Context: an optimization exercise on an open-source flow, tuned for small area and a short achievable clock period. The choices shown serve that exercise and are no tape-out recipe.
The RTL was checked by simulation tests, not by an equivalence proof against the original design.
Power and IR drop assume default switching activity.

`flow/config.mk`:
```
export PLATFORM = sky130hd
export DESIGN_NAME = sync_fifo
export DESIGN_NICKNAME = sync_fifo
export VERILOG_FILES = /design/flow/design.v
export SDC_FILE = /design/flow/constraint.sdc
export NUM_CORES = 4
export LEC_CHECK = 0
export CAP_MARGIN = 20
export CORE_MARGIN = 2
export CORE_UTILIZATION = 40
export SLEW_MARGIN = 20
```
`flow/constraint.sdc`:
```
create_clock -name core_clock -period 4.0 [get_ports {clk}]
set_input_delay 0.8000 -clock core_clock [delete_from_list [all_inputs] [get_ports {clk}]]
set_output_delay 0.8000 -clock core_clock [all_outputs]
set_load 0.01 [all_outputs]
```
`flow/run.sh`:
```
#!/bin/bash
# synth_recipe.tcl (not shown) runs the flow's synth.tcl, then flattens the netlist and writes it again
# the make line also repeats each setting of config.mk as NAME=value (left out here)
make -C /OpenROAD-flow-scripts/flow DESIGN_CONFIG=/design/flow/config.mk WORK_HOME=/design/flow/orfs CLKGATE_MAP_FILE= SYNTH_SCRIPT=/design/flow/synth_recipe.tcl finish
```
`flow/design.v`:
```
module sync_fifo #(parameter depth=64,parameter n=8,parameter addr_n=6)(input [n-1:0]din,input clk,rst,w_en,r_en,output reg [n-1:0]dout,output full,empty);
  reg [n-1:0]mem[depth-1:0];
  reg [addr_n-1:0]wptr;
  reg [addr_n-1:0]rptr;
  always @(posedge clk) begin
    if(rst)
      wptr<=6'b0;
    else if(w_en && !full) begin
      mem[wptr]<=din;
      wptr<=wptr+1;
    end
  end
  always @(posedge clk) begin
    if(rst) begin
      rptr<=6'b0;
      dout<=8'b0;
    end
    else if(r_en && !empty) begin
      dout<=mem[rptr];
      rptr<=rptr+1;
    end
  end
  assign empty=(wptr==rptr);
  assign full=(rptr==(wptr+1'b1));
endmodule
```
==> flow_summary.rst, run 1 <==
.. list-table::
   :header-rows: 1

   * - Metric
     - Value
   * - CP startpoint kind
     - register
   * - Synthesized flop and latch total
     - 532
   * - GR Util All Layers
     - 19.2%
   * - Synthesized area
     - 0.0212 mm2
   * - CTS clk-pin slew, worst paths
     - 60 ps
   * - Layer with the highest usage after global routing
     - met2
   * - Final count of hold timing violations
     - 0
   * - Number of remaining DRC errors
     - 0
   * - Final setup fails
     - 0
   * - Met2 routing resource usage after global routing
     - 29.5%
   * - Largest incremental delay on the critical path
     - 590 ps
   * - Worst setup timing slack at the placement stage
     - 414 ps
   * - Worst path setup slack after routing
     - 148 ps
   * - Unrepaired setup endpoints after global routing
     - false
   * - Maximum capacitance violations
     - 0
   * - Class of the tightest hold or removal check
     - register to register
   * - Critical path's slowest cell
     - sky130_fd_sc_hd__clkdlybuf4s50_1
   * - Worst slew margin relative to its limit
     - 29.4%
   * - Family of cells with the greatest summed delay on the critical path
     - simple AND/OR/NAND/NOR gates
   * - Share of the core filled with cells in the final layout
     - 46.5%
   * - Standard-cell rows
     - 84
   * - CTS root buf
     - sky130_fd_sc_hd__clkbuf_16
   * - Launching instance or port of the critical path
     - wptr[1]
   * - Number of distinct standard cells referenced by the synthesized netlist
     - 56
   * - Area added between synthesis and finish
     - 15.0%
   * - Worst Tran Pin Value
     - 1050 ps
   * - Via total after detailed routing
     - 10900
   * - Lkg Pwr
     - 7.39 nW
   * - Critical Path AT
     - 3050 ps
   * - Number of fillers in the final layout
     - 4397
   * - Total die area
     - 0.0550 mm2
   * - Post-detail-place hpwl
     - 32100 um
   * - Number of placed cells counting well taps
     - 1810
   * - Vias in the first global route
     - 11000
   * - Share of layout cells above drive strength 1
     - 28.1%
   * - Clock skew
     - 28.7 ps
   * - Starting density of the core
     - 40.4%
   * - Count of flip-flops with a built-in enable after synthesis
     - 512
   * - Die outline width
     - 234 um
   * - Final routed wire length divided by cell count
     - 26.9 um
   * - Synthesis Warnings
     - 1
   * - Required time of the critical path
     - 3200 ps
   * - Number of antenna violations at the first check in global routing
     - 0
   * - Buffers on Ports
     - 21
   * - Cts bufs inserted
     - 53
   * - Core Region
     - 0.0526 mm2
   * - Reg-to-reg slack, setup
     - 790 ps
   * - Sequential area share after synthesis
     - 74.3%
   * - H-tree lvl count
     - 2
   * - Hold_ws
     - 555 ps
   * - Met1 layer usage reported by global route
     - 28.0%
   * - Aggregate routed wire length
     - 51500 um
   * - Top-Level Pins
     - 22
   * - Fraction of the cycle the final worst path needs
     - 96.3%
   * - CTS tree
     - built
   * - Startpoint of the most critical register-to-register path
     - wptr[1]
   * - Detail Route Antenna Nets
     - 0
   * - Clock period minus worst slack
     - 3850 ps
   * - Synthesized area divided by synthesized cell count
     - 19.4 um2
   * - Height of the die
     - 234 um
   * - Final nets
     - 1191
   * - R2r endpoint
     - mem[57][5]
   * - Resize count post-CTS
     - 0
   * - Final number of max-transition violations
     - 0
   * - PwrDens
     - 537 mW/mm2
   * - Aggregate global routing overflow
     - 0
   * - Length of the first detailed-routing pass in iterations
     - 5
   * - Count of cells along the worst hold path
     - 2
   * - Number of DRC markers after the initial detailed-route iteration
     - 1173
   * - Critical path endpoint category
     - output port
   * - Global-route wire length before repair
     - 75800 um
   * - Max Clock Freq
     - 0.260 GHz
   * - Met3 Use GR
     - 3.84%
   * - Syn Nets
     - 1110
   * - Synth Flop Type
     - sky130_fd_sc_hd__edfxtp_1
   * - Antenna cells
     - 0
   * - Maximum fanout along the worst path
     - 9
   * - Post-route insts no fill
     - 1910
   * - CTS Buffer Depth
     - 3
   * - Post-CTS Setup Repair Bufs
     - 0
   * - Setup TNS Final
     - 0 ps
   * - Maximum number of pins on one net before global-route repair
     - 63
   * - Cell Chain, Critical Path
     - nand3_2, or3_4, a2111o_1, nor2_2, clkdlybuf4s50_1
   * - Result of the run
     - finished clean
   * - Buffers and inverters on the worst path
     - 1
   * - Final GP Congestion
     - 0.884
   * - Number of vias per cell
     - 5.72
   * - Hold buffer count at CTS
     - 0
   * - Hold wc startpoint
     - dout[5]
   * - Share of flip-flops with an asynchronous set or reset after synthesis
     - 0%
   * - Depth of the worst register-to-register path
     - 7
   * - Syn Inst Count
     - 1096
   * - Sink Count
     - 532
   * - Clk Latency, worst-skew pair
     - 610 ps
   * - Maximum ir drop on the vdd rail
     - 0.340 mV
   * - Startpoint-to-endpoint class of the critical path
     - register to output port
   * - Min-Delay Endpoint
     - dout[5]
-- area by class of cell --
| type | count | area, um2 | area share [%] |
|---|---|---|---|
| sequential | 532 | 15800 | 64.6 |
| multi-input combinational | 483 | 5290 | 21.7 |
| inverter | 6 | 22.5 | 0.0922 |
| clock inverter | 36 | 270 | 1.11 |
| clock buffer | 64 | 1370 | 5.60 |
| tap | 688 | 861 | 3.52 |
| timing repair buffer | 101 | 826 | 3.38 |
-- sequential cells by signal (all words and copies together) (netlist names) --
signal / count
dout: 8
rptr: 6
mem: 512
wptr: 6
-- layer usage --
layer  vias to the layer above  share of wire, %
li1                       4718                 -
met1                      5777                45
met2                       358                47
met3                        76               6.7
met4                         0               2.1
met5                         -                 0
-- worst reg2reg max path: cells and delay by family, from the launching register on --
family / cells / cell delay (ps)
flops: 1 / 410
simple gates: 2 / 1110
fa+ha+maj: 1 / 280
compound gates: 3 / 850
buf+inv: 1 / 210
-- cells in the final DEF (no fill, tap or decap), types with 13 or more instances in the layout --
master                            count
sky130_fd_sc_hd__mux2i_1             59
sky130_fd_sc_hd__edfxtp_1           512
sky130_fd_sc_hd__nor4_2              22
sky130_fd_sc_hd__o22ai_1             13
sky130_fd_sc_hd__dfxtp_1             13
sky130_fd_sc_hd__o211ai_1            14
sky130_fd_sc_hd__nor2_1              25
sky130_fd_sc_hd__mux2_2              18
sky130_fd_sc_hd__nand4_1             13
sky130_fd_sc_hd__buf_4               78
sky130_fd_sc_hd__nand2_1             26
sky130_fd_sc_hd__clkbuf_16           53
sky130_fd_sc_hd__mux4_2             104
sky130_fd_sc_hd__clkdlybuf4s50_1     13
sky130_fd_sc_hd__nor3_1              25
sky130_fd_sc_hd__clkinv_2            17
-- synth_stat cells, types with 9 or more instances --
master | instances | share of area (%)
sky130_fd_sc_hd__clkbuf_1 | 31 | 0.55
sky130_fd_sc_hd__o22ai_1 | 13 | 0.38
sky130_fd_sc_hd__a211o_1 | 9 | 0.37
sky130_fd_sc_hd__dfxtp_1 | 20 | 1.9
sky130_fd_sc_hd__o211ai_1 | 14 | 0.49
sky130_fd_sc_hd__nand4_1 | 13 | 0.38
sky130_fd_sc_hd__nand3_1 | 12 | 0.28
sky130_fd_sc_hd__o21ai_0 | 10 | 0.24
sky130_fd_sc_hd__nor3_1 | 36 | 0.85
sky130_fd_sc_hd__a21oi_1 | 12 | 0.28
sky130_fd_sc_hd__nor2_1 | 26 | 0.46
sky130_fd_sc_hd__nand3b_1 | 12 | 0.42
sky130_fd_sc_hd__buf_4 | 10 | 0.35
sky130_fd_sc_hd__nand2_1 | 26 | 0.46
sky130_fd_sc_hd__a22oi_1 | 12 | 0.42
sky130_fd_sc_hd__mux2_2 | 18 | 0.95
sky130_fd_sc_hd__nor4_1 | 30 | 0.88
sky130_fd_sc_hd__buf_2 | 19 | 0.45
sky130_fd_sc_hd__edfxtp_1 | 512 | 72
sky130_fd_sc_hd__mux4_2 | 104 | 11
sky130_fd_sc_hd__mux2i_1 | 59 | 2.8
-- logic make-up (layout without fill, tap and decap cells) --
logic type	count (synthesis)	count (layout)	synth area share (%)
and+or+nand+nor	182	182	4.61
xor gates and xnor gates	10	10	0.412
DFF	532	532	74.3
muxes	181	181	14.8
AOI/OAI and AO/OA	108	108	3.87
adders and majority gates	2	2	0.118
buffers and inverters	81	207	1.97
-- per-stage QoR --
stage          instance area [um2]  power (W)
2_1_floorplan                21200    0.00778
3_3_place_gp                 22700    0.00849
3_5_place_dp                 22700    0.00851
4_1_cts                      24400     0.0132
5_1_grt                      24400     0.0136
6_report                     24400     0.0131
-- worst max-delay path by stage --
stage | to | slack (ps) | cells after the start
after floorplan | mem[36][0] | 1110 | 7
after global placement | mem[49][2] | 460 | 4
after detailed placement | mem[63][1] | 410 | 4
after CTS | full | 50 | 5
after global routing | full | 80 | 5
final | full | 150 | 5
-- where the power goes --
group          switching, W  leakage, nW  internal (W)
clock               0.00208        0.816       0.00263
sequential        0.0000919         4.77       0.00619
combinational       0.00123         1.81      0.000889
==> inputs of run 2 (changes only) <==
==> flow/design.v (replaced) <==
module sync_fifo #(parameter depth=64,parameter n=8,parameter addr_n=6)(input [n-1:0]din,input clk,rst,w_en,r_en,output reg [n-1:0]dout,output full,empty);
  localparam LO = 9;
  localparam HI = 7;
  reg [n-1:0] mem [0:LO*HI-1];
  reg [LO-1:0] wlo, rlo;
  reg [HI-1:0] whi, rhi;
  reg [addr_n-1:0] cnt;
  reg e_r, f_r;
  assign empty = e_r;
  assign full  = f_r;
  wire wr = w_en & ~f_r;
  wire rd = r_en & ~e_r;
  integer i, j;
  always @(posedge clk) begin
    for (i = 0; i < HI; i = i + 1)
      for (j = 0; j < LO; j = j + 1)
        if (wr & whi[i] & wlo[j])
          mem[i*LO+j] <= din;
  end
  reg [n-1:0] rdata;
  reg [n-1:0] row;
  always @* begin
    rdata = {n{1'b0}};
    for (i = 0; i < HI; i = i + 1) begin
      row = {n{1'b0}};
      for (j = 0; j < LO; j = j + 1)
        row = row | (mem[i*LO+j] & {n{rlo[j]}});
      rdata = rdata | (row & {n{rhi[i]}});
    end
  end
  always @(posedge clk) begin
    if (rst) begin
      wlo <= 1; whi <= 1;
      rlo <= 1; rhi <= 1;
      cnt <= 0; e_r <= 1'b1; f_r <= 1'b0;
      dout <= 0;
    end else begin
      if (wr) begin
        wlo <= {wlo[LO-2:0], wlo[LO-1]};
        if (wlo[LO-1]) whi <= {whi[HI-2:0], whi[HI-1]};
      end
      if (rd) begin
        dout <= rdata;
        rlo <= {rlo[LO-2:0], rlo[LO-1]};
        if (rlo[LO-1]) rhi <= {rhi[HI-2:0], rhi[HI-1]};
      end
      if (wr & ~rd) begin
        cnt <= cnt + 1'b1;
        e_r <= 1'b0;
        f_r <= (cnt == 6'd62);
      end else if (rd & ~wr) begin
        cnt <= cnt - 1'b1;
        f_r <= 1'b0;
        e_r <= (cnt == 6'd1);
      end
    end
  end
endmodule
--- a/flow/config.mk
+++ b/flow/config.mk
@@ -7,5 +7,5 @@
 export LEC_CHECK = 0
 export CAP_MARGIN = 20
 export CORE_MARGIN = 2
-export CORE_UTILIZATION = 40
+export CORE_UTILIZATION = 65
 export SLEW_MARGIN = 20
==> run 2 against run 1 <==
  * Synthesized area fell by 5.2%
  * Core utilization rose by 26 points
  * Still clean
  * Total power fell by 12%
  * Largest cell class unchanged
  * Register-to-register slack improved by 280 ps
  * Flip-flop and latch count rose by 20
  * Sequential power rose by 2%
  * Hold slack got worse by 59 ps
  * Clock power barely moved
  * Clock skew fell by 12 ps
==> flow_summary.rst, run 2 <==
.. list-table::
   :header-rows: 1

   * - Metric
     - Value
   * - Critical Path AT
     - 3320 ps (+270 ps)
   * - Synthesis Warnings
     - 2 (+1)
   * - Combinational cell fraction of total power
     - 3.3% (-13 points)
   * - Clock power frac
     - 41.1% (+5.2 points)
   * - Final routed wire length divided by cell count
     - 32.1 um (+19%)
   * - GR Util All Layers
     - 31.9% (+13 points)
   * - Height of the die
     - 180 um (-23%)
   * - CTS Buffer Depth
     - 3 (unchanged)
   * - Largest cells by area after synthesis
     - sky130_fd_sc_hd__edfxtp_1 75%, sky130_fd_sc_hd__dfxtp_1 4.8%, sky130_fd_sc_hd__a222oi_1 2.8%
   * - Startpoint-to-endpoint class of the critical path
     - register to register
   * - Maximum fanout along the worst path
     - 35 (+26)
   * - Top-Level Pins
     - 22 (unchanged)
   * - Detail Route Antenna Nets
     - 0 (unchanged)
   * - Number of antenna violations at the first check in global routing
     - 1 (+1)
   * - Maximum ir drop on the vdd rail
     - 0.500 mV (+47%)
   * - Class of the tightest hold or removal check
     - register to register
   * - Cell type with the largest total area after synthesis
     - sky130_fd_sc_hd__edfxtp_1
   * - Maximum number of pins on one net before global-route repair
     - 64 (+1.6%)
   * - Area added between synthesis and finish
     - 10.5%
   * - Sequential fraction of design power
     - 55.6% (+7.7 points)
   * - Syn Nets
     - 1169 (+5.3%)
   * - Final setup fails
     - 0 (unchanged)
   * - Worst Tran Pin Value
     - 1080 ps (+31.2 ps)
   * - Share of layout cells above drive strength 1
     - 9.89% (-18 points)
   * - Last element of the critical path
     - dout[0]
   * - Syn Inst Count
     - 1152 (+5.1%)
   * - List of most frequent post-synthesis cells
     - 504 x sky130_fd_sc_hd__edfxtp_1, 63 x sky130_fd_sc_hd__nand2_1, 57 x sky130_fd_sc_hd__and3_1
   * - Critical path endpoint category
     - register
   * - Area share of the largest cell type after synthesis
     - 75.1% (+2.7 points)
   * - Count of cells along the worst hold path
     - 2 (unchanged)
   * - Share of flip-flops with an asynchronous set or reset after synthesis
     - 0% (unchanged)
   * - Aggregate global routing overflow
     - 0 (unchanged)
   * - Switching fraction of total power
     - 20.3% (-5.7 points)
   * - Aggregate routed wire length
     - 51700 um (+0.37%)
   * - Sink Count
     - 552 (+3.8%)
   * - Most frequent cells in the layout
     - 504 x sky130_fd_sc_hd__edfxtp_1, 63 x sky130_fd_sc_hd__nand2_1, 57 x sky130_fd_sc_hd__and3_1
   * - Synth Flop Type
     - sky130_fd_sc_hd__edfxtp_1
   * - CTS clk-pin slew, worst paths
     - 70 ps (about the same)
   * - Final count of hold timing violations
     - 0 (unchanged)
   * - Switching Power
     - 0.00234 W (-31%)
   * - Core Region
     - 0.0306 mm2 (-42%)
   * - Hold wc startpoint
     - rhi[0]
   * - Global-route wire length before repair
     - 75800 um (about the same)
   * - R2r endpoint
     - dout[0]
   * - Number of remaining DRC errors
     - 0 (unchanged)
   * - CTS root buf
     - sky130_fd_sc_hd__clkbuf_16
   * - Buffers on Ports
     - 21 (unchanged)
   * - Resize count post-CTS
     - 0 (unchanged)
   * - Vias in the first global route
     - 11100 (+0.75%)
   * - Starting density of the core
     - 65.9% (+25 points)
   * - Hold buffer count at CTS
     - 0 (unchanged)
   * - Clk Latency, worst-skew pair
     - 560 ps (-50 ps)
   * - Synthesized flop and latch total
     - 552 (+3.8%)
   * - Register with the most flip-flops
     - mem
   * - Synthesized area divided by synthesized cell count
     - 17.5 um2 (-9.8%)
   * - Depth of the worst register-to-register path
     - 6 (-1)
   * - Cts bufs inserted
     - 51 (-3.8%)
   * - Number of vias per cell
     - 7.31 (+28%)
   * - Final nets
     - 1188 (-0.25%)
   * - Die outline width
     - 180 um (-23%)
   * - Clock period minus worst slack
     - 2930 ps (-923 ps)
   * - Final GP Congestion
     - 0.885 (+0.12%)
   * - Leading cell type by number of instances after synthesis
     - sky130_fd_sc_hd__edfxtp_1
   * - Lkg Pwr
     - 7.04 nW (-4.7%)
   * - Int Power
     - 0.00918 W (-5.5%)
   * - Via total after detailed routing
     - 11800 (+7.7%)
   * - Result of the run
     - finished clean
   * - CTS tree
     - built
   * - Post-detail-place hpwl
     - 30200 um (-6.1%)
   * - Final number of max-transition violations
     - 0 (unchanged)
   * - Max Clock Freq
     - 0.341 GHz (+32%)
   * - Required time of the critical path
     - 4400 ps (+1200 ps)
   * - Fraction of the cycle the final worst path needs
     - 73.2% (-23 points)
   * - Setup TNS Final
     - 0 ps (unchanged)
   * - Number of flip-flops in the largest register
     - 504 (-1.6%)
   * - Maximum capacitance violations
     - 0 (unchanged)
   * - Most common library cell in the layout ignoring fill and taps
     - sky130_fd_sc_hd__edfxtp_1
   * - Total die area
     - 0.0324 mm2 (-41%)
   * - Worst slew margin relative to its limit
     - 27.3% (-2.2 points)
   * - Clock skew
     - 16.4 ps (-12.2 ps)
   * - CP startpoint kind
     - register
   * - Number of DRC markers after the initial detailed-route iteration
     - 2372 (+100%)
   * - Share of the core filled with cells in the final layout
     - 72.8% (+26 points)
   * - Registers with the most flip-flops
     - mem (504), rlo (9), wlo (9)
   * - Startpoint of the most critical register-to-register path
     - rlo[1]
   * - Synthesized area
     - 0.0201 mm2 (-5.2%)
   * - PwrDens
     - 517 mW/mm2 (-3.6%)
   * - Reg-to-reg slack, setup
     - 1070 ps (+280 ps)
   * - H-tree lvl count
     - 2 (unchanged)
   * - Count of flip-flops with a built-in enable after synthesis
     - 504 (-1.6%)
   * - Number of distinct standard cells referenced by the synthesized netlist
     - 41 (-27%)
   * - Launching instance or port of the critical path
     - rlo[1]
   * - Post-CTS Setup Repair Bufs
     - 0 (unchanged)
   * - Unrepaired setup endpoints after global routing
     - false
   * - Standard-cell rows
     - 64 (-24%)
   * - Length of the first detailed-routing pass in iterations
     - 8 (+3)
   * - Sequential area share after synthesis
     - 79.9% (+5.6 points)
[run 2: changes by cell type in the layout (fill, tap and decap cells not counted), moves of 49 or more]
cell and delta:
sky130_fd_sc_hd__a221oi_1 +49, sky130_fd_sc_hd__and3_1 +56, sky130_fd_sc_hd__a222oi_1 +56, sky130_fd_sc_hd__a31oi_1 +52, sky130_fd_sc_hd__buf_4 -56, sky130_fd_sc_hd__mux2i_1 -58
sky130_fd_sc_hd__a22o_1 +51, sky130_fd_sc_hd__mux4_2 -104
[run 2: cells by family after synthesis]
family / synth area share (%)
and+or+nand+nor: 4.16
buffers and inverters: 2.35
adders and majority gates: 0.311
xor gates and xnor gates: 0.217
AOI/OAI and AO/OA: 13.0
muxes: 0.0497
DFF: 79.9
[run 2: worst max-delay path, stage by stage, from the launching register on]
cell and delay [ps]:
sky130_fd_sc_hd__dfxtp_2 610, sky130_fd_sc_hd__buf_4 370, sky130_fd_sc_hd__a22o_1 230, sky130_fd_sc_hd__a221oi_1 230
sky130_fd_sc_hd__a31oi_1 180, sky130_fd_sc_hd__nor4_1 940, sky130_fd_sc_hd__a311oi_1 210
[run 2: how the worst min path moves through the flow]
stage,end,slack (ps)
6_report,rhi[1],500
5_1_grt,rhi[1],510
4_1_cts,rhi[1],490
3_5_place_dp,rhi[1],470
3_3_place_gp,rhi[1],450
2_1_floorplan,rhi[1],440
[run 2: cell type report]
| class | count | area [um2] |
|---|---|---|
| diodes | 1 | 2.50 |
| clock buffers | 70 | 1450 |
| clock inverters | 25 | 194 |
| fillers | 1890 | 8320 |
| inverters | 18 | 67.6 |
| multi-input cells | 506 | 3580 |
| flip-flops and latches | 552 | 16100 |
| well taps | 396 | 495 |
| repair buffers | 42 | 370 |
[run 2: per-stage QoR]
stage	setup slack [ps]	hold slack, ps	cells	power [W]	instance area [um2]
global placement	977	453	1513	0.00690	20600
floorplan	1360	436	1152	0.00668	20100
global route	977	507	1609	0.0118	22300
finish	1070	496	1610	0.0115	22300
CTS	1200	491	1608	0.0115	22200
detailed placement	926	474	1513	0.00690	20600
[run 2: per-layer routing]
layer	global-route usage [%]	vias up	wire length [um]
met5	0	-	0
met4	9.19	0	1470
met3	4.97	99	6100
met2	48.5	859	23700
met1	49.0	5926	20400
li1	-	4884	-
[run 2: power groups by stage]
stage / combinational (W) / clock, W / sequential [W]
4_1_cts: 0.000380 / 0.00474 / 0.00640
3_3_place_gp: 0.000378 / 0 / 0.00652
6_report: 0.000382 / 0.00473 / 0.00640
3_5_place_dp: 0.000380 / 0 / 0.00652
5_1_grt: 0.000410 / 0.00500 / 0.00640
2_1_floorplan: 0.000203 / 0 / 0.00647
==> inputs of run 3 (changes only) <==
--- a/flow/config.mk
+++ b/flow/config.mk
@@ -8,4 +8,5 @@
 export CAP_MARGIN = 20
 export CORE_MARGIN = 2
 export CORE_UTILIZATION = 65
+export SETUP_SLACK_MARGIN = 2.3
 export SLEW_MARGIN = 20
==> run 3 against run 2 <==
  * Still clean
  * Synthesized cell count unchanged
  * Register-to-register slack better by 910 ps
  * Hold slack got worse by 23 ps
  * Fmax rose by 45%
  * Core utilization grew 6.4 points
  * Clock power is 5.3% higher
  * Global-route usage grew 3.7 points
  * First-iteration DRC count rose by 0.34%
  * Critical path type unchanged
  * Critical endpoint is now dout[4]
==> flow_summary.rst, run 3 <==
.. list-table::
   :header-rows: 1

   * - Metric
     - Value
   * - Post-detail-place hpwl
     - 31800 um (+5.2%)
   * - Number of fillers in the final layout
     - 1606 (-15%)
   * - Launching instance or port of the critical path
     - rlo[0]
   * - List of most frequent post-synthesis cells
     - 504 x sky130_fd_sc_hd__edfxtp_1, 63 x sky130_fd_sc_hd__nand2_1, 57 x sky130_fd_sc_hd__and3_1
   * - Antenna cells
     - 0 (-1)
   * - CTS root buf
     - sky130_fd_sc_hd__clkbuf_16
   * - Maximum number of pins on one net before global-route repair
     - 64 (unchanged)
   * - Fraction of the cycle the final worst path needs
     - 50.6% (-23 points)
   * - CTS clk-pin slew, worst paths
     - 70 ps (about the same)
   * - Number of antenna violations at the first check in global routing
     - 1 (unchanged)
   * - Clock period minus worst slack
     - 2020 ps (-907 ps)
   * - Startpoint of the most critical register-to-register path
     - rlo[0]
   * - Reg-to-reg slack, setup
     - 1980 ps (+910 ps)
   * - Syn Nets
     - 1169 (unchanged)
   * - Aggregate routed wire length
     - 58500 um (+13%)
   * - Starting density of the core
     - 65.9% (unchanged)
   * - Area share of the largest cell type after synthesis
     - 75.1% (unchanged)
   * - Registers with the most flip-flops
     - mem (504), rlo (9), wlo (9)
   * - Worst path setup slack after routing
     - 1980 ps (+907 ps)
   * - Final setup fails
     - 0 (unchanged)
   * - Syn Inst Count
     - 1152 (unchanged)
   * - Count of cells along the worst hold path
     - 2 (unchanged)
   * - Lkg Pwr
     - 7.72 nW (+9.6%)
   * - Most common library cell in the layout ignoring fill and taps
     - sky130_fd_sc_hd__edfxtp_1
   * - Synth Flop Type
     - sky130_fd_sc_hd__edfxtp_1
   * - Die outline width
     - 180 um (unchanged)
   * - Height of the die
     - 180 um (unchanged)
   * - Reg area
     - 0.0162 mm2 (+0.36%)
   * - CTS Buffer Depth
     - 3 (unchanged)
   * - Family of cells with the greatest summed delay on the critical path
     - compound AO/OA/AOI/OAI gates
   * - Unrepaired setup endpoints after global routing
     - true
   * - H-tree lvl count
     - 2 (unchanged)
   * - Cell type with the largest total area after synthesis
     - sky130_fd_sc_hd__edfxtp_1
   * - CTS tree
     - built
   * - Final GP Congestion
     - 0.897 (+1.3%)
   * - Maximum ir drop on the vdd rail
     - 0.438 mV (-12%)
   * - Core Region
     - 0.0306 mm2 (unchanged)
   * - Clock skew
     - 28.0 ps (+11.6 ps)
   * - Top-Level Pins
     - 22 (unchanged)
   * - Number of DRC markers after the initial detailed-route iteration
     - 2380 (+0.34%)
   * - Synthesized flop and latch total
     - 552 (unchanged)
   * - Sink Count
     - 552 (unchanged)
   * - Worst setup timing slack at the placement stage
     - 1040 ps (+115 ps)
   * - Setup TNS Final
     - 0 ps (unchanged)
   * - Max Clock Freq
     - 0.495 GHz (+45%)
   * - Length of the first detailed-routing pass in iterations
     - 10 (+2)
   * - Critical path's slowest cell
     - sky130_fd_sc_hd__a31oi_1
   * - Most frequent cells in the layout
     - 504 x sky130_fd_sc_hd__edfxtp_1, 62 x sky130_fd_sc_hd__buf_4, 57 x sky130_fd_sc_hd__nand2_1, 57 x sky130_fd_sc_hd__clkbuf_16
   * - Cts bufs inserted
     - 52 (+2.0%)
   * - Critical path depth in cells
     - 7 (+1)
   * - Vias in the first global route
     - 12000 (+8.4%)
   * - Detail Route Antenna Nets
     - 0 (unchanged)
   * - Depth of the worst register-to-register path
     - 7 (+1)
   * - Required time of the critical path
     - 4440 ps (+40 ps)
   * - Maximum fanout along the worst path
     - 10 (-71%)
   * - Largest incremental delay on the critical path
     - 450 ps (-490 ps)
   * - Cell Chain, Critical Path
     - buf_8, buf_12, a22o_1, a221oi_1, a31oi_1, nor3_2, a311oi_1
   * - Global-route wire length before repair
     - 82700 um (+9.1%)
   * - PwrDens
     - 492 mW/mm2 (-4.9%)
   * - Standard-cell rows
     - 64 (unchanged)
   * - GR Util All Layers
     - 35.6% (+3.7 points)
   * - Number of distinct standard cells referenced by the synthesized netlist
     - 41 (unchanged)
   * - Critical path endpoint category
     - register
   * - Largest cells by area after synthesis
     - sky130_fd_sc_hd__edfxtp_1 75%, sky130_fd_sc_hd__dfxtp_1 4.8%, sky130_fd_sc_hd__a222oi_1 2.8%
   * - Buffers on Ports
     - 21 (unchanged)
   * - Result of the run
     - finished clean
   * - Number of vias per cell
     - 7.46 (+2.1%)
   * - Area added between synthesis and finish
     - 20.3%
   * - Maximum capacitance violations
     - 0 (unchanged)
   * - Critical Path AT
     - 2470 ps (-850 ps)
   * - Share of flip-flops with an asynchronous set or reset after synthesis
     - 0% (unchanged)
   * - Final nets
     - 1272 (+7.1%)
   * - Area taken by multi-input logic gates
     - 0.00437 mm2 (+22%)
   * - Final routed wire length divided by cell count
     - 34.6 um (+7.8%)
   * - Synthesis Warnings
     - 2 (unchanged)
   * - Total die area
     - 0.0324 mm2 (unchanged)
   * - Worst slew margin relative to its limit
     - 34.9% (+7.6 points)
   * - Number of flip-flops in the largest register
     - 504 (unchanged)
   * - Worst Tran Pin Value
     - 977 ps (-104 ps)
   * - Count of flip-flops with a built-in enable after synthesis
     - 504 (unchanged)
   * - Synthesized area
     - 0.0201 mm2 (unchanged)
   * - Post-layout power
     - 0.0119 W (+3.5%)
   * - Number of remaining DRC errors
     - 0 (unchanged)
   * - Startpoint-to-endpoint class of the critical path
     - register to register
   * - Class of the tightest hold or removal check
     - register to register
   * - Leading cell type by number of instances after synthesis
     - sky130_fd_sc_hd__edfxtp_1
   * - Sequential area share after synthesis
     - 79.9% (unchanged)
   * - Final count of hold timing violations
     - 0 (unchanged)
   * - Aggregate global routing overflow
     - 0 (unchanged)
   * - Via total after detailed routing
     - 12600 (+7.1%)
   * - CP startpoint kind
     - register
   * - Clk Latency, worst-skew pair
     - 570 ps (about the same)
   * - Buffers and inverters on the worst path
     - 2 (+1)
   * - Share of layout cells above drive strength 1
     - 28.3% (+18 points)
   * - Final number of max-transition violations
     - 0 (unchanged)
   * - Hold wc startpoint
     - rhi[4]
   * - Synthesized area divided by synthesized cell count
     - 17.5 um2 (unchanged)
   * - Register with the most flip-flops
     - mem
run 3: changes by cell type in the layout (fill, tap and decap cells not counted), moves of 21 or more:
cell / change
sky130_fd_sc_hd__and3_1: -56
sky130_fd_sc_hd__buf_4: +40
sky130_fd_sc_hd__and3_4: +38
sky130_fd_sc_hd__a221oi_1: -24
sky130_fd_sc_hd__a31oi_1: -22
sky130_fd_sc_hd__a31oi_2: +21
run 3: per-stage QoR:
| step | cell area, um2 | instances | utilization [%] | hold WS [ps] |
|---|---|---|---|---|
| after floorplan | 20500 | 1152 | - | 436 |
| after global placement | 20900 | 1519 | 68.4 | 449 |
| after detailed placement | 20900 | 1519 | 68.4 | 449 |
| after CTS | 23700 | 1670 | 77.6 | 459 |
| after global routing | 24200 | 1690 | 79.2 | 510 |
| final | 24200 | 1690 | 79.2 | 474 |
run 3: path summary, 6_finish.rpt:
kind / end
max: dout[4]
max reg2reg: dout[4]
min reg2reg: rhi[5]
min: rhi[5]
run 3: cells by family after synthesis:
kind of cell               after synthesis  share of synthesized area (%)
adders and majority gates                5                          0.311
and+or+nand+nor                        166                           4.16
xor gates and xnor gates                 5                          0.217
DFF                                    552                           79.9
muxes                                    1                         0.0497
AOI/OAI and AO/OA                      329                           13.0
buffers and inverters                   94                           2.35
run 3: cell type report:
type | count | area share (%)
Inverter | 18 | 0.413
Timing Repair inverter | 1 | 0.0361
Clock buffer | 64 | 5.77
Clock inverter | 29 | 1.33
Sequential cell | 552 | 66.7
Timing Repair Buffer | 124 | 5.63
Multi-Input combinational cell | 506 | 18.1
Tap cell | 396 | 2.05
run 3: timing repair:
action / in CTS / in global routing
setup endpoints to repair: 547 / 134
resized for setup: 154 / 47
pin swaps: 34 / 34
hold buffers: 0 / 0
setup buffers: 56 / 17
gates cloned: 2 / 3
run 3: worst register-to-register path: cells and delay by family (launching register included):
| family | cells | cell delay [ps] |
|---|---|---|
| AOI/OAI and AO/OA | 4 | 1020 |
| buffers and inverters | 2 | 320 |
| DFF | 1 | 440 |
| and+or+nand+nor | 1 | 110 |
run 3: per-layer routing:
layer	vias up	GRT usage [%]	share of wire [%]
met5	-	0	0.017
li1	5067	-	-
met3	163	8.65	13
met2	1045	55.1	47
met1	6329	50.0	36
met4	2	13.5	4.2
run 3: power by group:
group          leakage (nW)  internal, W  switching (W)
clock network         0.842      0.00293        0.00206
registers              4.94      0.00632      0.0000575
logic                  1.94     0.000215       0.000338
total                  7.72      0.00946        0.00245
==> inputs of run 4 (changes only) <==
--- a/flow/config.mk
+++ b/flow/config.mk
@@ -5,6 +5,7 @@
 export SDC_FILE = /design/flow/constraint.sdc
 export NUM_CORES = 4
 export LEC_CHECK = 0
+export ABC_CLOCK_PERIOD_IN_PS = 1500
 export CAP_MARGIN = 20
 export CORE_MARGIN = 2
 export CORE_UTILIZATION = 65
==> run 4 against run 3 <==
  * Count of clock-buffer cells in the layout unchanged
  * Final area unchanged
  * Synthesized area unchanged
  * Via count unchanged
  * Still clean
  * Fmax stayed put
  * Flip-flop and latch count unchanged
  * Synthesized cell count stayed put
==> flow_summary.rst, run 4 <==
.. list-table::
   :header-rows: 1

   * - Metric
     - Value
   * - Cts bufs inserted
     - 52 (unchanged)
   * - CTS tree
     - built
   * - Top-Level Pins
     - 22 (unchanged)
   * - Leading cell type by number of instances after synthesis
     - sky130_fd_sc_hd__edfxtp_1
   * - Aggregate routed wire length
     - 58500 um (unchanged)
   * - Synthesized area
     - 0.0201 mm2 (unchanged)
   * - Antenna cells
     - 0 (unchanged)
   * - Total die area
     - 0.0324 mm2 (unchanged)
   * - CTS root buf
     - sky130_fd_sc_hd__clkbuf_16
   * - GR Util All Layers
     - 35.6% (unchanged)
   * - Maximum number of pins on one net before global-route repair
     - 64 (unchanged)
   * - Die outline width
     - 180 um (unchanged)
   * - Critical path depth in cells
     - 7 (unchanged)
   * - Detail Route Antenna Nets
     - 0 (unchanged)
   * - Area taken by multi-input logic gates
     - 0.00437 mm2 (unchanged)
   * - Synthesized area divided by synthesized cell count
     - 17.5 um2 (unchanged)
   * - Family of cells with the greatest summed delay on the critical path
     - compound AO/OA/AOI/OAI gates
   * - Critical path endpoint category
     - register
   * - Vias in the first global route
     - 12000 (unchanged)
   * - Worst setup timing slack at the placement stage
     - 1040 ps (unchanged)
   * - Cell Chain, Critical Path
     - buf_8, buf_12, a22o_1, a221oi_1, a31oi_1, nor3_2, a311oi_1
   * - Post-detail-place hpwl
     - 31800 um (unchanged)
   * - Required time of the critical path
     - 4440 ps (about the same)
   * - Number of placed cells counting well taps
     - 1519 (unchanged)
   * - Largest incremental delay on the critical path
     - 450 ps (about the same)
   * - Startpoint of the most critical register-to-register path
     - rlo[0]
   * - Number of antenna violations at the first check in global routing
     - 1 (unchanged)
   * - Cell type with the largest total area after synthesis
     - sky130_fd_sc_hd__edfxtp_1
   * - Sink Count
     - 552 (unchanged)
   * - Maximum ir drop on the vdd rail
     - 0.438 mV (unchanged)
   * - CTS clk-pin slew, worst paths
     - 70 ps (about the same)
   * - Critical Path AT
     - 2470 ps (about the same)
   * - Via total after detailed routing
     - 12600 (unchanged)
   * - Length of the first detailed-routing pass in iterations
     - 10 (unchanged)
   * - Hold buffer count at CTS
     - 0 (unchanged)
   * - Share of layout cells above drive strength 1
     - 28.3% (unchanged)
   * - Syn Nets
     - 1169 (unchanged)
   * - Reg-to-reg slack, setup
     - 1980 ps (about the same)
   * - Height of the die
     - 180 um (unchanged)
   * - Setup TNS Final
     - 0 ps (unchanged)
   * - Worst Tran Pin Value
     - 977 ps (unchanged)
   * - Final routed wire length divided by cell count
     - 34.6 um (unchanged)
   * - Register with the most flip-flops
     - mem
   * - Number of fillers in the final layout
     - 1606 (unchanged)
   * - Synth Flop Type
     - sky130_fd_sc_hd__edfxtp_1
   * - Most common library cell in the layout ignoring fill and taps
     - sky130_fd_sc_hd__edfxtp_1
   * - Startpoint-to-endpoint class of the critical path
     - register to register
   * - Largest cells by area after synthesis
     - sky130_fd_sc_hd__edfxtp_1 75%, sky130_fd_sc_hd__dfxtp_1 4.8%, sky130_fd_sc_hd__a222oi_1 2.8%
   * - Maximum fanout along the worst path
     - 10 (unchanged)
   * - Sequential area share after synthesis
     - 79.9% (unchanged)
   * - CTS Buffer Depth
     - 3 (unchanged)
   * - Clk Latency, worst-skew pair
     - 570 ps (about the same)
   * - Depth of the worst register-to-register path
     - 7 (unchanged)
   * - Count of flip-flops with a built-in enable after synthesis
     - 504 (unchanged)
   * - Final nets
     - 1272 (unchanged)
   * - Clock skew
     - 28.0 ps (unchanged)
   * - Last element of the critical path
     - dout[4]
   * - Number of vias per cell
     - 7.46 (unchanged)
   * - Buffers on Ports
     - 21 (unchanged)
   * - Area share of the largest cell type after synthesis
     - 75.1% (unchanged)
   * - Number of flip-flops in the largest register
     - 504 (unchanged)
   * - Max Clock Freq
     - 0.495 GHz (unchanged)
   * - Aggregate global routing overflow
     - 0 (unchanged)
   * - Final setup fails
     - 0 (unchanged)
   * - Registers with the most flip-flops
     - mem (504), rlo (9), wlo (9)
   * - Critical path's slowest cell
     - sky130_fd_sc_hd__a31oi_1
   * - Number of distinct standard cells referenced by the synthesized netlist
     - 41 (unchanged)
   * - Clock period minus worst slack
     - 2020 ps (unchanged)
   * - Synthesized flop and latch total
     - 552 (unchanged)
   * - R2r endpoint
     - dout[4]
   * - Worst slew margin relative to its limit
     - 34.9% (unchanged)
   * - Worst path setup slack after routing
     - 1980 ps (unchanged)
   * - Starting density of the core
     - 65.9% (unchanged)
   * - H-tree lvl count
     - 2 (unchanged)
   * - Buffers and inverters on the worst path
     - 2 (unchanged)
   * - Syn Inst Count
     - 1152 (unchanged)
   * - Standard-cell rows
     - 64 (unchanged)
   * - Final GP Congestion
     - 0.897 (unchanged)
   * - Result of the run
     - finished clean
   * - Share of flip-flops with an asynchronous set or reset after synthesis
     - 0% (unchanged)
   * - Post-route insts no fill
     - 1690 (unchanged)
   * - CP startpoint kind
     - register
   * - Most frequent cells in the layout
     - 504 x sky130_fd_sc_hd__edfxtp_1, 62 x sky130_fd_sc_hd__buf_4, 57 x sky130_fd_sc_hd__nand2_1, 57 x sky130_fd_sc_hd__clkbuf_16
   * - Core Region
     - 0.0306 mm2 (unchanged)
   * - PwrDens
     - 492 mW/mm2 (unchanged)
   * - Final number of max-transition violations
     - 0 (unchanged)
   * - Area added between synthesis and finish
     - 20.3% (unchanged)
   * - Synthesis Warnings
     - 2 (unchanged)
   * - Number of remaining DRC errors
     - 0 (unchanged)
   * - Final count of hold timing violations
     - 0 (unchanged)
   * - Maximum capacitance violations
     - 0 (unchanged)
   * - Global-route wire length before repair
     - 82700 um (unchanged)
   * - Lkg Pwr
     - 7.72 nW (unchanged)
   * - Number of DRC markers after the initial detailed-route iteration
     - 2380 (unchanged)
   * - Unrepaired setup endpoints after global routing
     - true
   * - Launching instance or port of the critical path
     - rlo[0]
   * - Reg area
     - 0.0162 mm2 (unchanged)
   * - List of most frequent post-synthesis cells
     - 504 x sky130_fd_sc_hd__edfxtp_1, 63 x sky130_fd_sc_hd__nand2_1, 57 x sky130_fd_sc_hd__and3_1
   * - Fraction of the cycle the final worst path needs
     - 50.6% (unchanged)
   * - Class of the tightest hold or removal check
     - register to register
run 4: cell counts after synthesis:
Identical to the previous run, type by type.
run 4: kinds of logic after synthesis:
logic type      after synthesis  share of synthesized area [%]
fa+ha+maj                     5                          0.311
flops                       552                           79.9
buf+inv                      94                           2.35
xor+xnor                      5                          0.217
simple gates                166                           4.16
compound gates              329                           13.0
mux                           1                         0.0497
run 4: where the power goes:
group / total (W) / switching (W) / internal, W
clock network: 0.00498 / 0.00206 / 0.00293
registers: 0.00638 / 0.0000575 / 0.00632
logic: 0.000553 / 0.000338 / 0.000215
total: 0.0119 / 0.00245 / 0.00946
run 4: worst min-delay path by stage:
| stage | cells after the start | end | startpoint | slack, ps |
|---|---|---|---|---|
| 2_1_floorplan | 2 | rhi[1] | rhi[0] | 440 |
| 3_5_place_dp | 2 | rhi[1] | rhi[0] | 450 |
| 6_report | 2 | rhi[5] | rhi[4] | 470 |
| 4_1_cts | 2 | rhi[1] | rhi[0] | 460 |
| 3_3_place_gp | 2 | rhi[1] | rhi[0] | 450 |
| 5_1_grt | 2 | rhi[5] | rhi[4] | 510 |
run 4: area by class of cell:
| cell class | instances | area share (%) |
|---|---|---|
| inverters | 18 | 0.413 |
| repair inverters | 1 | 0.0361 |
| clock inverters | 29 | 1.33 |
| repair buffers | 124 | 5.63 |
| multi-input cells | 506 | 18.1 |
| well taps | 396 | 2.05 |
| clock buffers | 64 | 5.77 |
| flip-flops and latches | 552 | 66.7 |
run 4: timing repair:
action,CTS,global route
gates cloned,2,3
pin swaps,34,34
setup buffers,56,17
gates resized for setup,154,47
endpoints found under the setup margin,547,134
run 4: routing by layer:
layer / vias to the layer above / part of all wire, % / global-route usage, %
met5: - / 0.017 / 0
met4: 2 / 4.2 / 13.5
met3: 163 / 13 / 8.65
met2: 1045 / 47 / 55.1
met1: 6329 / 36 / 50.0
li1: 5067 / - / -
run 4: tightest hold or removal path, delay by kind of cell, from the launching register on:
family	cells	cell delay [ps]
simple gates	1	70
flops	1	330
compound gates	1	50
run 4: per-stage QoR:
step                      total power (W)  util [%]  instance area (um2)  hold slack, ps
after floorplan                   0.00670         -                20500             436
after CTS                          0.0119      77.6                23700             459
after detailed placement          0.00691      68.4                20900             449
final                              0.0119      79.2                24200             474
after global routing               0.0122      79.2                24200             510
after global placement            0.00691      68.4                20900             449
==> inputs of run 5 (changes only) <==
==> flow/config.mk (replaced) <==
export PLATFORM = sky130hd
export DESIGN_NAME = sync_fifo
export DESIGN_NICKNAME = sync_fifo
export VERILOG_FILES = /design/flow/design.v
export SDC_FILE = /design/flow/constraint.sdc
export NUM_CORES = 4
export LEC_CHECK = 0
export CAP_MARGIN = 20
export CORE_MARGIN = 2
export CORE_UTILIZATION = 40
export SLEW_MARGIN = 20
==> run 5 against run 4 <==
  * Combinational power decreased by 29%
  * Sequential power about the same
  * Fmax decreased by 34%
  * Largest power group unchanged
  * Synthesized cell count unchanged
  * Still clean on timing, DRC and antenna
  * Non-clock buffer count decreased by 65
  * Flip-flop and latch count unchanged
  * First-iteration DRC count decreased by 28%
  * Total power increased by 0.31%
==> flow_summary.rst, run 5 <==
.. list-table::
   :header-rows: 1

   * - Metric
     - Value
   * - Result of the run
     - finished clean
   * - Count of cells along the worst hold path
     - 2 (unchanged)
   * - Cts bufs inserted
     - 55 (+5.8%)
   * - Hold buffer count at CTS
     - 0 (unchanged)
   * - Aggregate routed wire length
     - 53700 um (-8.2%)
   * - Final setup fails
     - 0 (unchanged)
   * - Critical Path AT
     - 3520 ps (+1050 ps)
   * - Number of fillers in the final layout
     - 4263 (+170%)
   * - Layer with the highest usage after global routing
     - met2
   * - Register with the most flip-flops
     - mem
   * - Clock skew
     - 19.9 ps (-8.11 ps)
   * - Number of antenna violations at the first check in global routing
     - 4 (+3)
   * - Via total after detailed routing
     - 11700 (-7.2%)
   * - Number of DRC markers after the initial detailed-route iteration
     - 1720 (-28%)
   * - Final nets
     - 1209 (-5.0%)
   * - Lkg Pwr
     - 7.18 nW (-7.0%)
   * - Synthesized area divided by synthesized cell count
     - 17.5 um2 (unchanged)
   * - Standard-cell rows
     - 82 (+28%)
   * - Critical path's slowest cell
     - sky130_fd_sc_hd__nor4_1
   * - Final number of max-transition violations
     - 0 (unchanged)
   * - CTS root buf
     - sky130_fd_sc_hd__clkbuf_16
   * - Sink Count
     - 552 (unchanged)
   * - GR Util All Layers
     - 20.5% (-15 points)
   * - Total die area
     - 0.0522 mm2 (+61%)
   * - Area added between synthesis and finish
     - 13.7%
   * - Core Region
     - 0.0500 mm2 (+63%)
   * - Number of remaining DRC errors
     - 0 (unchanged)
   * - Length of the first detailed-routing pass in iterations
     - 7 (-3)
   * - Family of cells with the greatest summed delay on the critical path
     - compound AO/OA/AOI/OAI gates
   * - Most common library cell in the layout ignoring fill and taps
     - sky130_fd_sc_hd__edfxtp_1
   * - Largest cells by area after synthesis
     - sky130_fd_sc_hd__edfxtp_1 75%, sky130_fd_sc_hd__dfxtp_1 4.8%, sky130_fd_sc_hd__a222oi_1 2.8%
   * - Maximum fanout along the worst path
     - 34 (+24)
   * - Detail Route Antenna Nets
     - 0 (unchanged)
   * - Count of flip-flops with a built-in enable after synthesis
     - 504 (unchanged)
   * - Depth of the worst register-to-register path
     - 7 (unchanged)
   * - Share of layout cells above drive strength 1
     - 11.0% (-17 points)
   * - PwrDens
     - 522 mW/mm2 (+6.1%)
   * - Critical path depth in cells
     - 7 (unchanged)
   * - Area share of the largest cell type after synthesis
     - 75.1% (unchanged)
   * - Cell type with the largest total area after synthesis
     - sky130_fd_sc_hd__edfxtp_1
   * - Startpoint-to-endpoint class of the critical path
     - register to register
   * - Registers with the most flip-flops
     - mem (504), rlo (9), wlo (9)
   * - Final GP Congestion
     - 0.844 (-5.9%)
   * - Setup TNS Final
     - 0 ps (unchanged)
   * - Synthesis Warnings
     - 2 (unchanged)
   * - Met3 Use GR
     - 4.15% (-4.5 points)
   * - Unrepaired setup endpoints after global routing
     - false
   * - Aggregate global routing overflow
     - 0 (unchanged)
   * - Clock period minus worst slack
     - 3080 ps (+1060 ps)
   * - Hold_ws
     - 488 ps (+14.1 ps)
   * - Number of distinct standard cells referenced by the synthesized netlist
     - 41 (unchanged)
   * - Cell Chain, Critical Path
     - buf_4, a22o_1, a221oi_1, a31oi_1, nor4_1, buf_4, a311oi_1
   * - Number of vias per cell
     - 6.12 (-18%)
   * - CP startpoint kind
     - register
   * - Leading cell type by number of instances after synthesis
     - sky130_fd_sc_hd__edfxtp_1
   * - Top-Level Pins
     - 22 (unchanged)
   * - Height of the die
     - 228 um (+27%)
   * - Die outline width
     - 228 um (+27%)
   * - Maximum capacitance violations
     - 0 (unchanged)
   * - Maximum ir drop on the vdd rail
     - 0.416 mV (-5.0%)
   * - H-tree lvl count
     - 2 (unchanged)
   * - Sequential area share after synthesis
     - 79.9% (unchanged)
   * - Synthesized flop and latch total
     - 552 (unchanged)
   * - Synth Flop Type
     - sky130_fd_sc_hd__edfxtp_1
   * - CTS tree
     - built
   * - CTS Buffer Depth
     - 3 (unchanged)
   * - CTS clk-pin slew, worst paths
     - 60 ps (about the same)
   * - Post-CTS Setup Repair Bufs
     - 0 (-100%)
   * - Worst slew margin relative to its limit
     - 32.9% (-2.0 points)
   * - Number of flip-flops in the largest register
     - 504 (unchanged)
   * - Required time of the critical path
     - 4440 ps (about the same)
   * - Final routed wire length divided by cell count
     - 28.1 um (-19%)
   * - Syn Nets
     - 1169 (unchanged)
   * - Most common cell on crit path
     - sky130_fd_sc_hd__buf_4
   * - Buffers and inverters on the worst path
     - 2 (unchanged)
   * - Worst Tran Pin Value
     - 1010 ps (+29.6 ps)
   * - Buffers on Ports
     - 21 (unchanged)
   * - Synthesized area
     - 0.0201 mm2 (unchanged)
   * - Met2 routing resource usage after global routing
     - 31.0% (-24 points)
   * - Class of the tightest hold or removal check
     - register to register
   * - Vias in the first global route
     - 11400 (-5.3%)
   * - Max Clock Freq
     - 0.325 GHz (-34%)
   * - Resize count post-CTS
     - 0 (-100%)
   * - Starting density of the core
     - 40.3% (-26 points)
   * - Syn Inst Count
     - 1152 (unchanged)
   * - Fraction of the cycle the final worst path needs
     - 77.0% (+26 points)
   * - Share of flip-flops with an asynchronous set or reset after synthesis
     - 0% (unchanged)
   * - Final count of hold timing violations
     - 0 (unchanged)
   * - Largest incremental delay on the critical path
     - 790 ps (+340 ps)
   * - Post-detail-place hpwl
     - 32600 um (+2.7%)
   * - Most frequent cells in the layout
     - 504 x sky130_fd_sc_hd__edfxtp_1, 63 x sky130_fd_sc_hd__nand2_1, 57 x sky130_fd_sc_hd__and3_1, 57 x sky130_fd_sc_hd__clkbuf_16
   * - Maximum number of pins on one net before global-route repair
     - 64 (unchanged)
   * - Clk Latency, worst-skew pair
     - 600 ps (+30 ps)
   * - Met1 layer usage reported by global route
     - 29.7% (-20 points)
   * - List of most frequent post-synthesis cells
     - 504 x sky130_fd_sc_hd__edfxtp_1, 63 x sky130_fd_sc_hd__nand2_1, 57 x sky130_fd_sc_hd__and3_1
   * - Global-route wire length before repair
     - 78500 um (-5.0%)
   * - Critical path endpoint category
     - register
run 5: final cells by class:
cell class	instances	area [um2]	share of cell area, %
antenna	4	10.0	0.0437
multi-input combinational	506	3580	15.6
sequential	552	16100	70.3
inverter	18	67.6	0.295
timing repair buffer	59	488	2.13
clock buffer	77	1540	6.73
tap	672	841	3.67
clock inverter	24	265	1.16
run 5: where the power goes:
group          leakage, nW  total (W)  internal, W  switching, W
Combinational         1.37   0.000394     0.000134      0.000260
Sequential            4.93    0.00639      0.00632     0.0000693
Clock                0.873    0.00516      0.00306       0.00210
Total                 7.18     0.0120      0.00952       0.00243
run 5: routing by layer:
metal | up-vias | wire length (um)
met1 | 5983 | 22300
met5 | - | 0
li1 | 4943 | -
met2 | 669 | 24300
met4 | 0 | 1560
met3 | 106 | 5520
run 5: kinds of logic after synthesis:
| logic type | Yosys count | synth area share, % |
|---|---|---|
| flops | 552 | 79.9 |
| compound gates | 329 | 13.0 |
| simple gates | 166 | 4.16 |
| buf+inv | 94 | 2.35 |
| xor+xnor | 5 | 0.217 |
| fa+ha+maj | 5 | 0.311 |
| mux | 1 | 0.0497 |
run 5: metrics by stage:
stage	instance area, um2	worst slack [ps]	cells	utilization, %	total power [W]
floorplan	20100	1360	1152	-	0.00668
global placement	21100	806	1807	42.2	0.00690
detailed placement	21100	794	1807	42.2	0.00691
CTS	22900	1100	1908	45.8	0.0120
global route	22900	958	1908	45.8	0.0123
finish	22900	919	1912	45.8	0.0120
run 5: final timing paths:
kind               start  endpoint  slack [ps]
setup / recovery  rlo[4]   dout[4]         920
hold / removal    rhi[0]    rhi[1]         490
setup reg to reg  rlo[4]   dout[4]         920
hold reg to reg   rhi[0]    rhi[1]         490
run 5: tightest hold or removal path, delay by kind of cell (launching register included):
kind / cells / cell delay, ps
AND/OR/NAND/NOR: 1 / 60
flip-flops: 1 / 320
AO/OA/AOI/OAI: 1 / 50
==> inputs of run 6 (changes only) <==
--- a/flow/config.mk
+++ b/flow/config.mk
@@ -7,5 +7,9 @@
 export LEC_CHECK = 0
 export CAP_MARGIN = 20
 export CORE_MARGIN = 2
-export CORE_UTILIZATION = 40
+export CORE_UTILIZATION = 60
+export CTS_BUF_LIST = sky130_fd_sc_hd__clkbuf_8
+export CTS_CLUSTER_SIZE = 25
+export SETUP_SLACK_MARGIN = 2.1
 export SLEW_MARGIN = 20
+export TNS_END_PERCENT = 10
==> run 6 against run 5 <==
  * Still clean on timing, DRC and antenna
  * Register-to-register slack improved by 890 ps
  * Count of clock-buffer cells in the layout rose by 12
  * Core utilization rose by 25 points
  * Clock skew rose by 9.5 ps
  * Die area fell by 33%
  * Final area rose by 2.2%
  * Flip-flop and latch count did not move
  * Synthesized cell count did not move
  * Combinational power rose by 24%
  * Total power fell by 8.0%
  * Setup slack improved by 890 ps
  * Critical path type unchanged
  * Highest routed layer unchanged
==> flow_summary.rst, run 6 <==
.. list-table::
   :header-rows: 1

   * - Metric
     - Value
   * - Worst slew margin relative to its limit
     - 26.9% (-6.0 points)
   * - Number of antenna violations at the first check in global routing
     - 2 (-2)
   * - Largest incremental delay on the critical path
     - 580 ps (-210 ps)
   * - Number of distinct standard cells referenced by the synthesized netlist
     - 41 (unchanged)
   * - Number of DRC markers after the initial detailed-route iteration
     - 1993 (+16%)
   * - Leading cell type by number of instances after synthesis
     - sky130_fd_sc_hd__edfxtp_1
   * - Synthesized area divided by synthesized cell count
     - 17.5 um2 (unchanged)
   * - Area share of the largest cell type after synthesis
     - 75.1% (unchanged)
   * - Sink Count
     - 552 (unchanged)
   * - Core Region
     - 0.0333 mm2 (-33%)
   * - Number of fillers in the final layout
     - 2182 (-49%)
   * - R2r endpoint
     - dout[6]
   * - Synthesis Warnings
     - 2 (unchanged)
   * - GR Util All Layers
     - 33.3% (+13 points)
   * - Lkg Pwr
     - 7.61 nW (+6.1%)
   * - Most frequent cells in the layout
     - 504 x sky130_fd_sc_hd__edfxtp_1, 89 x sky130_fd_sc_hd__clkbuf_8, 63 x sky130_fd_sc_hd__nand2_1
   * - Clock skew
     - 29.4 ps (+9.53 ps)
   * - Hold wc startpoint
     - rhi[0]
   * - Max Clock Freq
     - 0.456 GHz (+40%)
   * - Detail Route Antenna Nets
     - 0 (unchanged)
   * - Maximum fanout along the worst path
     - 6 (-82%)
   * - Combinational cell fraction of total power
     - 4.5% (+1.2 points)
   * - Sequential area share after synthesis
     - 79.9% (unchanged)
   * - Post-layout power
     - 0.0110 W (-8.0%)
   * - Via total after detailed routing
     - 12200 (+3.9%)
   * - Die outline width
     - 187 um (-18%)
   * - Share of the core filled with cells in the final layout
     - 70.3% (+25 points)
   * - CTS root buf
     - sky130_fd_sc_hd__clkbuf_8
   * - Starting density of the core
     - 60.5% (+20 points)
   * - Synthesized area
     - 0.0201 mm2 (unchanged)
   * - Most common library cell in the layout ignoring fill and taps
     - sky130_fd_sc_hd__edfxtp_1
   * - Count of cells along the worst hold path
     - 2 (unchanged)
   * - Final GP Congestion
     - 0.859 (+1.8%)
   * - Worst Tran Pin Value
     - 1100 ps (+90.1 ps)
   * - Global-route wire length before repair
     - 83300 um (+6.0%)
   * - Post-detail-place hpwl
     - 32500 um (-0.23%)
   * - List of most frequent post-synthesis cells
     - 504 x sky130_fd_sc_hd__edfxtp_1, 63 x sky130_fd_sc_hd__nand2_1, 57 x sky130_fd_sc_hd__and3_1
   * - Synth Flop Type
     - sky130_fd_sc_hd__edfxtp_1
   * - Number of flip-flops in the largest register
     - 504 (unchanged)
   * - Number of remaining DRC errors
     - 0 (unchanged)
   * - Cell type with the largest total area after synthesis
     - sky130_fd_sc_hd__edfxtp_1
   * - Syn Nets
     - 1169 (unchanged)
   * - Final routed wire length divided by cell count
     - 32.6 um (+16%)
   * - H-tree lvl count
     - 3 (+1)
   * - Final setup fails
     - 0 (unchanged)
   * - Hold buffer count at CTS
     - 0 (unchanged)
   * - Registers with the most flip-flops
     - mem (504), rlo (9), wlo (9)
   * - Buffers and inverters on the worst path
     - 1 (-1)
   * - Count of flip-flops with a built-in enable after synthesis
     - 504 (unchanged)
   * - Depth of the worst register-to-register path
     - 5 (-2)
   * - CP startpoint kind
     - register
   * - Critical Path AT
     - 2670 ps (-850 ps)
   * - Startpoint of the most critical register-to-register path
     - rlo[4]
   * - Critical path's slowest cell
     - sky130_fd_sc_hd__a222oi_1
   * - Total die area
     - 0.0351 mm2 (-33%)
   * - Aggregate global routing overflow
     - 0 (unchanged)
   * - Switching Power
     - 0.00246 W (+0.97%)
   * - Sequential fraction of design power
     - 58.1% (+4.6 points)
   * - Required time of the critical path
     - 4480 ps (+40 ps)
   * - Reg-to-reg slack, setup
     - 1810 ps (+890 ps)
   * - Cts bufs inserted
     - 85 (+55%)
   * - Vias in the first global route
     - 11800 (+3.4%)
   * - PwrDens
     - 470 mW/mm2 (-10%)
   * - Fraction of the cycle the final worst path needs
     - 54.9% (-22 points)
   * - Standard-cell rows
     - 67 (-18%)
   * - Largest cells by area after synthesis
     - sky130_fd_sc_hd__edfxtp_1 75%, sky130_fd_sc_hd__dfxtp_1 4.8%, sky130_fd_sc_hd__a222oi_1 2.8%
   * - Share of layout cells above drive strength 1
     - 22.3% (+11 points)
   * - Reg area
     - 0.0162 mm2 (+0.29%)
   * - Length of the first detailed-routing pass in iterations
     - 6 (-1)
   * - Area taken by multi-input logic gates
     - 0.00409 mm2 (+14%)
   * - Maximum number of pins on one net before global-route repair
     - 64 (unchanged)
   * - Hold_ws
     - 447 ps (-40.6 ps)
   * - Critical path endpoint category
     - register
   * - Family of cells with the greatest summed delay on the critical path
     - compound AO/OA/AOI/OAI gates
   * - Register with the most flip-flops
     - mem
   * - Result of the run
     - finished clean
   * - Worst setup timing slack at the placement stage
     - 1070 ps (+276 ps)
   * - Synthesized flop and latch total
     - 552 (unchanged)
   * - Aggregate routed wire length
     - 57600 um (+7.2%)
   * - Min-Delay Endpoint
     - rhi[1]
   * - Number of vias per cell
     - 6.88 (+12%)
   * - Share of flip-flops with an asynchronous set or reset after synthesis
     - 0% (unchanged)
   * - Unrepaired setup endpoints after global routing
     - true
   * - Final number of max-transition violations
     - 0 (unchanged)
   * - Final count of hold timing violations
     - 0 (unchanged)
   * - Final nets
     - 1277 (+5.6%)
   * - Syn Inst Count
     - 1152 (unchanged)
   * - Cell Chain, Critical Path
     - buf_12, a222oi_1, a31oi_2, nor4_4, a311oi_2
   * - Top-Level Pins
     - 22 (unchanged)
   * - Buffers on Ports
     - 21 (unchanged)
   * - Worst path setup slack after routing
     - 1810 ps (+887 ps)
   * - CTS Buffer Depth
     - 3 (unchanged)
   * - Class of the tightest hold or removal check
     - register to register
   * - Setup TNS Final
     - 0 ps (unchanged)
   * - Maximum capacitance violations
     - 0 (unchanged)
   * - CTS tree
     - built
   * - Clock period minus worst slack
     - 2190 ps (-887 ps)
   * - CTS clk-pin slew, worst paths
     - 70 ps (about the same)
   * - Maximum ir drop on the vdd rail
     - 0.322 mV (-23%)
   * - Area added between synthesis and finish
     - 16.2%
   * - Startpoint-to-endpoint class of the critical path
     - register to register
   * - Clock power frac
     - 37.5% (-5.7 points)
   * - Height of the die
     - 187 um (-18%)
   * - Switching fraction of total power
     - 22.3% (+2.0 points)
   * - Clk Latency, worst-skew pair
     - 650 ps (+50 ps)
   * - Critical path depth in cells
     - 5 (-2)
   * - Int Power
     - 0.00854 W (-10%)
run 6: cell count changes in the layout (fill, tap and decap cells not counted), moves of 18 or more:
cell	delta
sky130_fd_sc_hd__inv_1	+37
sky130_fd_sc_hd__clkbuf_16	-57
sky130_fd_sc_hd__buf_6	+18
sky130_fd_sc_hd__clkbuf_8	+85
sky130_fd_sc_hd__and3_1	-21
sky130_fd_sc_hd__a221oi_1	-20
run 6: area by class of cell:
cell class / instances / share of cell area (%)
antenna: 1 / 0.0107
clock buffer: 89 / 5.23
clock inverter: 56 / 0.935
inverter: 18 / 0.364
multi-input combinational: 506 / 17.5
sequential: 552 / 69.0
tap: 448 / 2.39
timing repair buffer: 96 / 4.52
timing repair inverter: 1 / 0.0374
run 6: how the worst max path moves through the flow:
| stage | from | end | slack, ps |
|---|---|---|---|
| 5_1_grt | rlo[3] | dout[6] | 1780 |
| 2_1_floorplan | w_en | cnt[4] | 1540 |
| 3_3_place_gp | w_en | mem[43][5] | 1090 |
| 3_5_place_dp | w_en | mem[43][5] | 1070 |
| 4_1_cts | rlo[4] | dout[6] | 1880 |
| 6_report | rlo[4] | dout[6] | 1810 |
run 6: repair_timing:
action	in CTS	in global routing
buffers inserted	24	16
gates cloned	4	1
endpoints found under the setup margin	508	451
resized for setup	171	15
pin swaps	38	14
run 6: kinds of logic after synthesis:
kind of cell | share of synthesized area [%]
AOI/OAI and AO/OA | 13.0
xor gates and xnor gates | 0.217
adders and majority gates | 0.311
buffers and inverters | 2.35
DFF | 79.9
muxes | 0.0497
and+or+nand+nor | 4.16
run 6: worst register-to-register path, stage by stage, from the launching register on:
cell and delay, ps:
sky130_fd_sc_hd__dfxtp_4 390, sky130_fd_sc_hd__buf_12 160, sky130_fd_sc_hd__a222oi_1 590, sky130_fd_sc_hd__a31oi_2 350, sky130_fd_sc_hd__nor4_4 390, sky130_fd_sc_hd__a311oi_2 150
run 6: power groups by stage:
stage	registers, W	logic, W	clock network (W)
floorplan	0.00648	0.000221	0
finish	0.00639	0.000490	0.00412
CTS	0.00638	0.000462	0.00416
global placement	0.00651	0.000400	0
detailed placement	0.00651	0.000401	0
global route	0.00639	0.000519	0.00440
run 6: metal layers:
| metal | vias up | GRT usage [%] | wire (um) |
|---|---|---|---|
| met5 | - | 0 | 0 |
| met4 | 0 | 13.1 | 2090 |
| met3 | 123 | 8.01 | 6460 |
| met2 | 823 | 50.9 | 26800 |
| met1 | 6141 | 47.1 | 22200 |
| li1 | 5074 | - | - |
run 6: stage by stage:
step	std cells	instance area (um2)
2_1_floorplan	1152	20300
6_report	1767	23400
3_5_place_dp	1576	20800
3_3_place_gp	1576	20800
5_1_grt	1766	23400
4_1_cts	1749	23200

==> afterwards: timing with drivers on the ports <==
No port has a modelled driver above. Below, the same layouts with a new extraction and two added sets of constraints.
Step 1 assumes that a clkbuf_16 drives the clock port and a buf_2 every other input.
Step 2 moves the port delays by t, midway between the first and last clock arrival at a register: inputs arrive t later, outputs are due t later. That takes back most of the time a late clock gives input paths.
Slacks: ideal ports / drivers / drivers and shift; pairs: ideal ports / drivers.
run	shift t [ns]	setup slack, ns	hold slack, ns
run 1	0.657	0.148 / 0.092 / 0.440	0.555 / 0.555 / 0.555
run 2	0.607	1.071 / 1.071 / 0.916	0.496 / 0.496 / 0.496
run 3	0.610	1.978 / 1.978 / 1.629	0.474 / 0.474 / 0.474
run 4	0.610	1.978 / 1.978 / 1.629	0.474 / 0.474 / 0.474
run 5	0.649	0.919 / 0.919 / 0.761	0.488 / 0.488 / 0.488
run 6	0.689	1.805 / 1.805 / 1.608	0.447 / 0.447 / 0.447
After both steps every run listed still meets setup and hold.
